Context: an optimization exercise on an open-source flow, tuned for small area, a short achievable clock period and few clock cycles. The choices shown serve that exercise and are no tape-out recipe.
In this exercise RTL edits were held to simulation tests only and were not proved equivalent to the original.
The flow treats the clock pin as an ideal source. Dropping or thinning the clock tree relies on that and would not hold on a real chip.
No activity file was given, so power comes from the tool's default toggle rates.

== v19 ==
// fifo_conv_top
module fifo_conv_top(
input clk,
input rst,
input data_valid,
input [7:0] data_i,
output wire idle,
output wire done,
output wire [15:0] data_o,
output wire conv_done
);
Size: ~300 cells after synthesis, ~110 flip-flops, roughly 30 I/O pins, ~0.0042 mm2 of cells after synthesis.
export LEC_CHECK = 0
export CAP_MARGIN = 20
export CORE_MARGIN = 2
export CORE_UTILIZATION = 75
export PLACE_DENSITY = 0.85
export SETUP_SLACK_MARGIN = 3.0
export SLEW_MARGIN = 20
create_clock -name core_clock -period 5.0 [get_ports {clk}]
standard.sh (not shown) runs the stock make flow with config.mk's settings and CLKGATE_MAP_FILE= SYNTH_SCRIPT=/design/flow/synth_recipe.tcl, a recipe that flattens the netlist after the stock synthesis.
==> flow/flow/run.sh <==
#!/bin/bash
# Own layout flow: the standard flow (standard.sh, standard synthesis
# included) with a few extra ORFS settings read from flow/knobs.txt, one
# VAR=value per line. Each tool's full output stays in the ORFS logs under
# orfs/logs; make's own output goes to make_finish.log here.
set -euo pipefail
W=$(pwd)
knobs=()
if [[ -f flow/knobs.txt ]]; then
  while IFS= read -r line; do
    [[ -z "$line" || "$line" == \#* ]] && continue
    knobs+=("${line//@FLOW@/$W/flow}")
  done < flow/knobs.txt
fi
bash standard.sh "${knobs[@]}" finish > make_finish.log 2>&1
==> flow/flow/knobs.txt <==
PRE_CTS_TCL=@FLOW@/mcts.tcl
MCTS_CELL=sky130_fd_sc_hd__buf_12
BUFFER_PORTS_ARGS=-buffer_cell sky130_fd_sc_hd__buf_1
Other scripts of this flow, unchanged in this note and not shown: flow/flow/mcts.tcl
Testbench counts of v19, summed over its fixed seeds: cycles 1,624.
Input-level comparison between v18 and v19:
# v19
export LEC_CHECK = 0
export CAP_MARGIN = 20
export CORE_MARGIN = 2
export CORE_UTILIZATION = 75
export PLACE_DENSITY = 0.85
export SETUP_SLACK_MARGIN = 3.0
export SLEW_MARGIN = 20
create_clock -name core_clock -period 5.0 [get_ports {clk}]
# v18
export LEC_CHECK = 0
export CAP_MARGIN = 20
export CORE_MARGIN = 2
export CORE_UTILIZATION = 75
export PLACE_DENSITY = 0.85
export SETUP_SLACK_MARGIN = 3.05
export SLEW_MARGIN = 20
create_clock -name core_clock -period 5.0 [get_ports {clk}]
-- flow/flow/knobs.txt --
<<< v19, line 4
>>> v18, line 4
RECOVER_POWER=100
--- outcome ---
v18 ended up with a higher met3 layer wire length in the routed design than v19 did.
The final reports for v18 and v19 show multi-input combinational area share lower in the former.
[v18] flow finished | final checks: failed | reasons: capacitance limit, slew limit
Capturing instance or port of the critical path: q5[8]$_DFFE_PP_ -> v19, emit$_SDFF_PP0_ -> v18
v18 — peak per-stage delay on the critical path 1.01 ns higher, v19 as reference
Between v19 and v18, the share of total power in the clock network does not differ in any meaningful way.
Diff v19..v18 | post-detailed-route wirelength per cell | negligible
Total number of nets in the final design: v19 vs v18, no meaningful difference
[diff] leakage component of the power, v18 relative to v19: improvement
In the tables for v18 and v19, post-layout worst setup margin reads higher with v19.
Summary of the comparison: DRC violation total after the first TritonRoute iteration is higher in v18, relative to v19.
Area added between synthesis and finish: v18 vs v19 down 1.2 points
--- input diff v18..v47 ---
# v18
export LEC_CHECK = 0
export CAP_MARGIN = 20
export CORE_MARGIN = 2
export CORE_UTILIZATION = 75
export PLACE_DENSITY = 0.85
export SETUP_SLACK_MARGIN = 3.05
export SLEW_MARGIN = 20
create_clock -name core_clock -period 5.0 [get_ports {clk}]
# v47
export LEC_CHECK = 0
export CAP_MARGIN = 20
export CORE_MARGIN = 2
export CORE_UTILIZATION = 75
export PLACE_DENSITY = 0.85
export SETUP_SLACK_MARGIN = 3.1
export SLEW_MARGIN = 20
create_clock -name core_clock -period 5.0 [get_ports {clk}]
-- flow/flow/knobs.txt --
<<< v18, line 4
RECOVER_POWER=100
>>> v47, line 4
v47 gives more power than v18 did. Status for v47 and v18: clean finish in v47 only. Nothing crashed in v18 and all stages finished; the problem is that the final layout failed, the offending checks being capacitance limit, slew limit. Delta(sequential share of layout area, v47 - v18) < 0. Compared with v18, v47 shows a higher final worst-path setup slack.
No run of this note takes its clock network from TritonCTS; it comes from the design's own scripts or RTL.

static timing again, ports no longer ideal:
How much do the figures lean on ideal ports? The routed layouts below were timed once more, with nothing changed but the port constraints. Step 1, drivers: a clkbuf_16 drives clk and a buf_2 each remaining input, both assumed. Step 2 also shifts input and output timing later by t, the mid clock arrival at the registers, as if the neighbouring blocks saw the same clock. a / b / c = no drivers / after step 1 / after step 2; a / b = the first two.
run	t (ns)	slack for setup (ns)	hold slack, ns	worst setup path after step 2
v19	0.214	3.104 / 3.104 / 3.104	0.428 / 0.428 / 0.428	register to register
v18	0.214	2.251 / 2.251 / 2.251	0.428 / 0.428 / 0.428	register to register
v47	0.215	3.138 / 3.138 / 3.138	0.428 / 0.428 / 0.428	register to register
